Background: an optimization exercise with open tools, aiming at small area and a short achievable clock period. Do not read the settings as production practice. RTL that was checked went through simulation tests only; none was proved equivalent to the original. No driver is modelled on the clock port, so clock power and skew are understated where the tree is cut down; a real chip needs a root buffer or a tree. Power and IR drop assume default switching activity.

==> flow/design.v <==
`timescale 1ns/1ps
module sync_fifo #(
    parameter WIDTH = 32,
    parameter DEPTH = 8,
    parameter ADDR_WIDTH = $clog2(DEPTH)
)(
    i_clk,
    i_rstn,
    i_wren,
    i_rden,
    i_wdata,
    o_rdata,
    o_empty,
    o_full
);
    input           i_clk;
    input           i_rstn;
    input           i_wren;
    input           i_rden;
    input [31:0]    i_wdata;
    output [31:0]   o_rdata;
    output          o_empty;
    output          o_full;
    reg  [31:0] head;            
    reg  [31:0] mem [0:6];       
    reg  [2:0]  rptr;            
    reg  [2:0]  wptr;            
    reg         nempty;          
    reg         one;             
    reg         full;            
    reg         nempty_o;        
    reg         full_o;          
    reg  [6:0]  rsel;            
    wire        empty = ~nempty;
    function [2:0] lfsr_next;
        input [2:0] s;
        lfsr_next = {s[1:0], s[2] ^ s[1]};
    endfunction
    wire [2:0] rptr_nx = lfsr_next(rptr);
    wire [2:0] wptr_nx = lfsr_next(wptr);
    wire       two   = (wptr == rptr_nx);    
    wire       seven = (rptr == wptr_nx);    
    wire [6:0] wslot;
    genvar g;
    generate
        for (g = 0; g < 7; g = g + 1) begin : g_dec
            assign wslot[g] = nempty & (wptr == g + 1);
        end
    endgenerate
    wire       hold;     
    wire       sel_w;    
    wire [6:0] sel_m;    
    wire [6:0] mem_we;   
    sync_fifo_andn2 u_hold  (.a(nempty), .b(i_rden), .y(hold));
    sync_fifo_a21o  u_selw  (.a1(one), .a2(i_rden), .b1(empty), .y(sel_w));
    generate
        for (g = 0; g < 7; g = g + 1) begin : g_gate
            sync_fifo_and2 u_selm (.a(i_rden), .b(rsel[g]),  .y(sel_m[g]));
            sync_fifo_and2 u_we   (.a(i_wren), .b(wslot[g]), .y(mem_we[g]));
        end
    endgenerate
    wire       rd_adv    = i_rden & (~one | i_wren);
    wire       wr_adv    = i_wren & nempty;
    wire [2:0] rptr_n    = rd_adv ? rptr_nx : rptr;
    wire       nempty_n  = i_wren | ~sel_w;
    wire       one_n     = (empty & i_wren) | (one & (i_wren == i_rden)) | (two & i_rden & ~i_wren);
    wire       full_n    = ~i_rden & (full | (i_wren & seven));
    wire       nempty_on;
    wire       full_on;
    sync_fifo_orn2   u_ne_o (.a(i_wren), .b(sel_w), .y(nempty_on));
    sync_fifo_fullnx u_fu_o (.rd(i_rden), .wr(i_wren), .full(full), .seven(seven), .y(full_on));
    wire [6:0] rsel_n;
    generate
        for (g = 0; g < 7; g = g + 1) begin : g_rsel
            assign rsel_n[g] = nempty_n & ~one_n & (rptr_n == g + 1);
        end
    endgenerate
    wire [31:0] head_nx;
    generate
        for (g = 0; g < 32; g = g + 1) begin : g_head
            wire y0, y1, y2;
            sync_fifo_aoi222 u0 (.a1(hold), .b1(head[g]), .a2(sel_w), .b2(i_wdata[g]), .a3(sel_m[0]), .b3(mem[0][g]), .y(y0));
            sync_fifo_aoi222 u1 (.a1(sel_m[1]), .b1(mem[1][g]), .a2(sel_m[2]), .b2(mem[2][g]), .a3(sel_m[3]), .b3(mem[3][g]), .y(y1));
            sync_fifo_aoi222 u2 (.a1(sel_m[4]), .b1(mem[4][g]), .a2(sel_m[5]), .b2(mem[5][g]), .a3(sel_m[6]), .b3(mem[6][g]), .y(y2));
            sync_fifo_nand3  u3 (.a(y0), .b(y1), .c(y2), .y(head_nx[g]));
        end
    endgenerate
    always @(posedge i_clk) begin
        head <= head_nx;
    end
    generate
        for (g = 0; g < 7; g = g + 1) begin : g_mem
            always @(posedge i_clk)
                if (mem_we[g])
                    mem[g] <= i_wdata;
        end
    endgenerate
    always @(posedge i_clk or negedge i_rstn) begin
        if (!i_rstn) begin
            rptr     <= 3'd1;
            wptr     <= 3'd1;
            nempty   <= 1'b0;
            one      <= 1'b0;
            full     <= 1'b0;
            nempty_o <= 1'b0;
            full_o   <= 1'b0;
        end else begin
            rptr     <= rptr_n;
            if (wr_adv) wptr <= wptr_nx;
            nempty   <= nempty_n;
            one      <= one_n;
            full     <= full_n;
            nempty_o <= nempty_on;
            full_o   <= full_on;
        end
    end
    always @(posedge i_clk) begin
        rsel <= rsel_n;
    end
    assign o_rdata = head;
    assign o_empty = ~nempty_o;
    assign o_full  = full_o;
endmodule
module sync_fifo_aoi222 (
    input  a1, b1, a2, b2, a3, b3,
    output y
);
    assign y = ~((a1 & b1) | (a2 & b2) | (a3 & b3));
endmodule
module sync_fifo_nand3 (
    input  a, b, c,
    output y
);
    assign y = ~(a & b & c);
endmodule
module sync_fifo_and2 (
    input  a, b,
    output y
);
    assign y = a & b;
endmodule
module sync_fifo_andn2 (
    input  a, b,
    output y
);
    assign y = a & ~b;
endmodule
module sync_fifo_a21o (
    input  a1, a2, b1,
    output y
);
    assign y = (a1 & a2) | b1;
endmodule
module sync_fifo_orn2 (
    input  a, b,
    output y
);
    assign y = a | ~b;
endmodule
module sync_fifo_fullnx (
    input  rd, wr, full, seven,
    output y
);
    assign y = ~rd & (full | (wr & seven));
endmodule
==> flow/config.mk <==
export PLATFORM = sky130hd
export DESIGN_NAME = sync_fifo
export DESIGN_NICKNAME = sync_fifo
export VERILOG_FILES = /design/flow/design.v
export SDC_FILE = /design/flow/constraint.sdc
export NUM_CORES = 4
export LEC_CHECK = 0
export CAP_MARGIN = 20
export CORE_MARGIN = 2
export CORE_UTILIZATION = 40
export SETUP_SLACK_MARGIN = 2.05
export SLEW_MARGIN = 20
export SYNTH_HIERARCHICAL = 1
export SYNTH_MINIMUM_KEEP_SIZE = 0
==> flow/constraint.sdc <==
create_clock -name core_clock -period 3.6 [get_ports {i_clk}]
set_input_delay 0.7200 -clock core_clock [delete_from_list [all_inputs] [get_ports {i_clk}]]
set_output_delay 0.7200 -clock core_clock [all_outputs]
set_load 0.01 [all_outputs]
standard.sh (not shown) runs the stock make flow with config.mk's settings and CLKGATE_MAP_FILE= SYNTH_SCRIPT=/design/flow/synth_recipe.tcl, a recipe that flattens the netlist after the stock synthesis.
==> flow/flow/run.sh <==
#!/bin/bash
# Own layout flow: the standard flow (standard.sh) with a hand-built
# two-level clock tree (flow/mcts.tcl) in place of TritonCTS, and small
# port buffers. Each step's full output goes to a log file in this folder;
# ORFS's per-step logs are under orfs/logs/.
set -euo pipefail
W=$(pwd)
EXTRA=(
  "BUFFER_PORTS_ARGS=-buffer_cell sky130_fd_sc_hd__buf_2"
  "PRE_CTS_TCL=$W/flow/mcts.tcl"
)
bash standard.sh "${EXTRA[@]}" synth > synth.log 2>&1
bash standard.sh "${EXTRA[@]}" finish > layout.log 2>&1
Other scripts of this flow, unchanged in this note and not shown: flow/flow/mcts.tcl
Rerun with:
--- a/flow/design.v
+++ b/flow/design.v
@@ -24,37 +24,38 @@
     reg  [31:0] head;            
     reg  [31:0] mem [0:6];       
     reg  [2:0]  rptr;            
     reg  [2:0]  wptr;            
     reg         nempty;          
+    reg         nempty_h;        
     reg         one;             
     reg         full;            
     reg         nempty_o;        
     reg         full_o;          
     reg  [6:0]  rsel;            
     wire        empty = ~nempty;
     function [2:0] lfsr_next;
         input [2:0] s;
-        lfsr_next = {s[1:0], s[2] ^ s[1]};
+        lfsr_next = {s[1:0], ~(s[2] ^ s[1])};
     endfunction
     wire [2:0] rptr_nx = lfsr_next(rptr);
     wire [2:0] wptr_nx = lfsr_next(wptr);
     wire       two   = (wptr == rptr_nx);    
     wire       seven = (rptr == wptr_nx);    
     wire [6:0] wslot;
     genvar g;
     generate
         for (g = 0; g < 7; g = g + 1) begin : g_dec
-            assign wslot[g] = nempty & (wptr == g + 1);
+            assign wslot[g] = nempty & (wptr == g);
         end
     endgenerate
     wire       hold;     
     wire       sel_w;    
     wire [6:0] sel_m;    
     wire [6:0] mem_we;   
-    sync_fifo_andn2 u_hold  (.a(nempty), .b(i_rden), .y(hold));
-    sync_fifo_a21o  u_selw  (.a1(one), .a2(i_rden), .b1(empty), .y(sel_w));
+    sync_fifo_andn2 u_hold  (.a(nempty_h), .b(i_rden), .y(hold));
+    sync_fifo_a21bo u_selw  (.a1(one), .a2(i_rden), .b1n(nempty_h), .y(sel_w));
     generate
         for (g = 0; g < 7; g = g + 1) begin : g_gate
             sync_fifo_and2 u_selm (.a(i_rden), .b(rsel[g]),  .y(sel_m[g]));
             sync_fifo_and2 u_we   (.a(i_wren), .b(wslot[g]), .y(mem_we[g]));
         end
@@ -64,17 +65,19 @@
     wire [2:0] rptr_n    = rd_adv ? rptr_nx : rptr;
     wire       nempty_n  = i_wren | ~sel_w;
     wire       one_n     = (empty & i_wren) | (one & (i_wren == i_rden)) | (two & i_rden & ~i_wren);
     wire       full_n    = ~i_rden & (full | (i_wren & seven));
     wire       nempty_on;
+    wire       nempty_hn;
     wire       full_on;
     sync_fifo_orn2   u_ne_o (.a(i_wren), .b(sel_w), .y(nempty_on));
+    sync_fifo_orn2   u_ne_h (.a(i_wren), .b(sel_w), .y(nempty_hn));
     sync_fifo_fullnx u_fu_o (.rd(i_rden), .wr(i_wren), .full(full), .seven(seven), .y(full_on));
     wire [6:0] rsel_n;
     generate
         for (g = 0; g < 7; g = g + 1) begin : g_rsel
-            assign rsel_n[g] = nempty_n & ~one_n & (rptr_n == g + 1);
+            assign rsel_n[g] = nempty_n & ~one_n & (rptr_n == g);
         end
     endgenerate
     wire [31:0] head_nx;
     generate
         for (g = 0; g < 32; g = g + 1) begin : g_head
@@ -95,21 +98,23 @@
                     mem[g] <= i_wdata;
         end
     endgenerate
     always @(posedge i_clk or negedge i_rstn) begin
         if (!i_rstn) begin
-            rptr     <= 3'd1;
-            wptr     <= 3'd1;
+            rptr     <= 3'd0;
+            wptr     <= 3'd0;
             nempty   <= 1'b0;
+            nempty_h <= 1'b0;
             one      <= 1'b0;
             full     <= 1'b0;
             nempty_o <= 1'b0;
             full_o   <= 1'b0;
         end else begin
             rptr     <= rptr_n;
             if (wr_adv) wptr <= wptr_nx;
             nempty   <= nempty_n;
+            nempty_h <= nempty_hn;
             one      <= one_n;
             full     <= full_n;
             nempty_o <= nempty_on;
             full_o   <= full_on;
         end
@@ -143,15 +148,15 @@
     input  a, b,
     output y
 );
     assign y = a & ~b;
 endmodule
-module sync_fifo_a21o (
-    input  a1, a2, b1,
+module sync_fifo_a21bo (
+    input  a1, a2, b1n,
     output y
 );
-    assign y = (a1 & a2) | b1;
+    assign y = (a1 & a2) | ~b1n;
 endmodule
 module sync_fifo_orn2 (
     input  a, b,
     output y
 );
Outcome:
- register-to-register slack loses 0.05 ns
- clock power stays flat
- total power is higher by 26%
- clock skew stays flat
- synthesized area is higher by 0.54%
- global-route usage is higher by 0.44 points
- setup slack loses 0.049 ns
No functional check of the RTL was part of the second run of this note. No run of this note takes its clock network from TritonCTS; it comes from the design's own scripts or RTL.

-- static timing again, ports no longer ideal --
In the flow no input, the clock included, has a driving cell. The finished layouts below were timed again as built, in two steps.
Step 1 assumes that a clkbuf_16 drives the clock port and a buf_2 every other input.
Step 2 adds t to the input delays and takes it off the output delays; t is the mean of the earliest and latest rising clock arrival at the registers after step 1. Input paths then give back, and output paths get back, about the clock's delay inside the block.
a / b / c = no drivers / after step 1 / after step 2; a / b = the first two.
run	shift t [ns]	setup WS [ns]	pins driven straight from the clock port
the first run	0.390	2.019 / 1.947 / 1.721	4
the second run	0.397	1.971 / 1.942 / 1.551	4
After both steps setup and hold are still met in every run listed. The setup slack of the second run, which loses most, moves by -0.029 ns with the drivers and by -0.420 ns with both steps.
